Context: an optimization exercise on an open-source flow, tuned for small area. The choices shown serve that exercise and are no tape-out recipe. Function was checked by simulation only, so behaviour that the tests miss may differ from the original.

## fir_filter
module fir_filter (
    input CLK_Filter,
    input rst_n,
    input wire [7:0] filter_in,
    output wire [19:0] filter_out
);
For scale: roughly 670 cells after synthesis, roughly 220 flip-flops, roughly 30 I/O pins, about 0.011 sq mm of cells after synthesis.
export LEC_CHECK = 0
export CAP_MARGIN = 20
export CORE_MARGIN = 2
export CORE_UTILIZATION = 70
export GPL_TIMING_DRIVEN = 0
export SLEW_MARGIN = 20
export SYNTH_HIERARCHICAL = 1
export SYNTH_MINIMUM_KEEP_SIZE = 0
create_clock -name core_clock -period 8.0 [get_ports {CLK_Filter}]
standard.sh (not shown) runs the stock make flow with config.mk's settings and CLKGATE_MAP_FILE= SYNTH_SCRIPT=/design/flow/synth_recipe.tcl, a recipe that flattens the netlist after the stock synthesis.
==> flow/flow/run.sh <==
#!/bin/bash
# The standard ORFS flow (the standard.sh) with two arguments changed:
# the port buffers use the smallest buffer cell, and the clock tree is built
# from smaller clusters of smaller buffers, without dummy loads.
set -euo pipefail
bash standard.sh \
  'BUFFER_PORTS_ARGS=-buffer_cell sky130_fd_sc_hd__buf_1' \
  'CTS_ARGS=-sink_clustering_enable -repair_clock_nets -sink_clustering_size 16 -sink_clustering_max_diameter 80 -sink_buffer_max_cap_derate 1.0 -buf_list {sky130_fd_sc_hd__clkbuf_8} -dont_use_dummy_load' \
  finish > standard.log 2>&1
The starting point went through all stages and came out clean.
Then changed:
--- a/flow/design.v
+++ b/flow/design.v
@@ -24,20 +24,20 @@
   reg [7:0] d17;
   reg [7:0] d18;
   reg [7:0] d19;
   reg [7:0] d20;
   reg [7:0] d21;
   reg [7:0] d22;
   reg [7:0] d23;
-  reg [2:0] st;
+  reg [1:0] st;
   always @(posedge CLK_Filter or negedge rst_n) begin
-    if (!rst_n) st <= 3'd0;
-    else st <= {st[1:0], 1'b1};
+    if (!rst_n) st <= 2'd0;
+    else st <= {st[1] | st[0], st[1] | ~st[0]};
   end
-  wire en = st[2];
+  wire en = st[1] & st[0];
   wire [7:0] en8 = {8{en}};
   always @(posedge CLK_Filter) begin
     d0 <= filter_in;
     d1 <= d0;
     d2 <= d1;
     d3 <= ~(d2 & en8);
     d4 <= d3;
The new run finished with timing, DRC and antenna clean.
Cell area decreases by 1.3%.
Worst setup slack gains 0.026 ns.
Critical path depth stays the same.
Synthesized cell count is about the same.
Register-to-register slack improved by 0.03 ns.
Clock skew shrinks by 0.033 ns.
Via count went down by about 2.3%.
Count of clock-buffer cells in the layout decreases by 1.
Worst hold slack gains 0.027 ns.
Fmax is higher by 0.33%.
Wire length goes down by 5.7%.

========
fir_filter with an RTL version that a note above also has.
Size in the first run: roughly 670 cells after synthesis, about 220 flip-flops, about 11,000 um^2 of cells after synthesis.
==> flow/design.v (excerpt) <==
module fir_filter (
    input CLK_Filter,
    input rst_n,
    input wire [7:0] filter_in,
    output wire [19:0] filter_out
);
  reg [7:0] d0;
  reg [7:0] d1;
  reg [7:0] d2;
  reg [7:0] d3;
  reg [7:0] d4;
  reg [7:0] d5;
  reg [7:0] d6;
  reg [7:0] d7;
  reg [7:0] d8;
  reg [7:0] d9;
  reg [7:0] d10;
  reg [7:0] d11;
  reg [7:0] d12;
  reg [7:0] d13;
  reg [7:0] d14;
  reg [7:0] d15;
  reg [7:0] d16;
  reg [7:0] d17;
  reg [7:0] d18;
  reg [7:0] d19;
  reg [7:0] d20;
  reg [7:0] d21;
  reg [7:0] d22;
  reg [7:0] d23;
  reg [1:0] st;
  always @(posedge CLK_Filter or negedge rst_n) begin
    if (!rst_n) st <= 2'd0;
    else st <= {st[1] | st[0], st[1] | ~st[0]};
  end
  wire en = st[1] & st[0];
  wire [7:0] en8 = {8{en}};
  always @(posedge CLK_Filter) begin
    d0 <= filter_in;
    d1 <= d0;
    d2 <= d1;
    d3 <= ~(d2 & en8);
    d4 <= d3;
    d5 <= d4;
    d6 <= ~(d5 | ~en8);
    d7 <= d6;
    d8 <= d7;
    d9 <= ~(d8 & en8);
    d10 <= d9;
    d11 <= d10;
    d12 <= ~(d11 | ~en8);
    d13 <= d12;
    d14 <= ~(d13 & en8);
    d15 <= d14;
    d16 <= d15;
    d17 <= ~(d16 | ~en8);
    d18 <= d17;
    d19 <= d18;
    d20 <= ~(d19 & en8);
    d21 <= d20;
    d22 <= d21;
    d23 <= ~(d22 | ~en8);
  end
  wire s0, c1;
  fir_ha us0 (.a(d3[0]), .b(d22[0]), .s(s0), .co(c1));
  wire s2, c3;
  fir_fa us2 (.a(d3[1]), .b(d22[1]), .ci(c1), .s(s2), .co(c3));
  wire s4, c5;
  fir_fa us4 (.a(d3[2]), .b(d22[2]), .ci(c3), .s(s4), .co(c5));
  wire s6, c7;
  fir_fa us6 (.a(d3[3]), .b(d22[3]), .ci(c5), .s(s6), .co(c7));
  wire s8, c9;
  fir_fa us8 (.a(d3[4]), .b(d22[4]), .ci(c7), .s(s8), .co(c9));
  wire s10, c11;
  fir_fa us10 (.a(d3[5]), .b(d22[5]), .ci(c9), .s(s10), .co(c11));
  wire s12, c13;
  fir_fa us12 (.a(d3[6]), .b(d22[6]), .ci(c11), .s(s12), .co(c13));
  wire s14, c15;
  fir_fa us14 (.a(d3[7]), .b(d22[7]), .ci(c13), .s(s14), .co(c15));
  wire s16, c17;
  fir_ha us16 (.a(d5[0]), .b(d20[0]), .s(s16), .co(c17));
  wire s18, c19;
  ...
export LEC_CHECK = 0
export CAP_MARGIN = 20
export CORE_MARGIN = 2
export CORE_UTILIZATION = 75
export GPL_TIMING_DRIVEN = 0
export SLEW_MARGIN = 20
export SYNTH_HIERARCHICAL = 1
export SYNTH_MINIMUM_KEEP_SIZE = 0
create_clock -name core_clock -period 8.0 [get_ports {CLK_Filter}]
Scripts as last shown in full above: flow/flow/run.sh
Rerun with:
--- a/flow/design.v
+++ b/flow/design.v
@@ -1,14 +1,14 @@
 module fir_filter (
     input CLK_Filter,
     input rst_n,
     input wire [7:0] filter_in,
-    output wire [19:0] filter_out
+    output reg [19:0] filter_out
 );
   reg [7:0] d0;
   reg [7:0] d1;
   reg [7:0] d2;
   reg [7:0] d3;
   reg [7:0] d4;
   reg [7:0] d5;
   reg [7:0] d6;
   reg [7:0] d7;
@@ -722,26 +722,22 @@
   wire o658 = s548 ^ g643;
   wire o659 = s616 ^ g644;
   wire o660 = s578 ^ g645;
   wire o661 = s618 ^ g646;
   wire o662 = s620 ^ g649;
   wire o663 = s592 ^ g650;
   wire o664 = n622 ^ g651;
   wire o665 = 1'b1 ^ g652;
   wire [19:0] y = {o665, o664, o663, o662, o661, o660, o659, o658, o657, o656, o655, o654, s608, s606, s604, s602, s600, s598, s596, s594};
-  reg en2;
   always @(posedge CLK_Filter or negedge rst_n) begin
-    if (!rst_n) en2 <= 1'b0;
-    else en2 <= en;
+    if (!rst_n) filter_out <= 20'd0;
+    else filter_out <= y & {20{en}};
   end
-  reg [19:0] q;
-  always @(posedge CLK_Filter) q <= y;
-  assign filter_out = q & {20{en2}};
 endmodule
 module fir_fa (input a, input b, input ci, output s, output co);
   assign s = a ^ b ^ ci;
   assign co = (a & b) | (a & ci) | (b & ci);
 endmodule
 module fir_ha (input a, input b, output s, output co);
   assign s = a ^ b;
   assign co = a & b;
 endmodule
The new run completed without violations.
Cell count does not change.
Worst setup slack improves by 0.16 ns.
Die area came out higher by 0.64%.
Design area does not change.
Routed wire length drops by 11%.
Hold slack hardly moves.
Count of clock-buffer cells in the layout stays the same.
Non-clock buffer count is lower by 1.
Core utilization decreases by 2.2 points.

separate check: timing with driven ports:
The results above use ideal ports. As a check the final layouts listed here were re-extracted and re-timed, cells and wires unchanged. Step 1, drivers: a clkbuf_16 drives CLK_Filter and a buf_2 each remaining input, both assumed. Step 2 also shifts input and output timing later by t, the mid clock arrival at the registers, as if the neighbouring blocks saw the same clock. Three values: no drivers, after step 1, after step 2; two values: the first two.
| run | t (ns) | setup WS [ns] | latest minus earliest clock arrival (ns) | worst data-port slew with drivers (ns) |
|---|---|---|---|---|
| the first run of note 1 | 0.527 | 0.236 / 0.236 / 0.236 | 0.058 / 0.058 | 0.03 |
| the second run of note 1 | 0.528 | 0.262 / 0.262 / 0.262 | 0.025 / 0.025 | 0.03 |
| the first run of note 2 | 0.530 | 0.100 / 0.100 / 0.100 | 0.031 / 0.031 | 0.04 |
| the second run of note 2 | 0.534 | 0.258 / 0.258 / 0.258 | 0.019 / 0.019 | 0.03 |
After both steps every run listed still meets setup and hold.
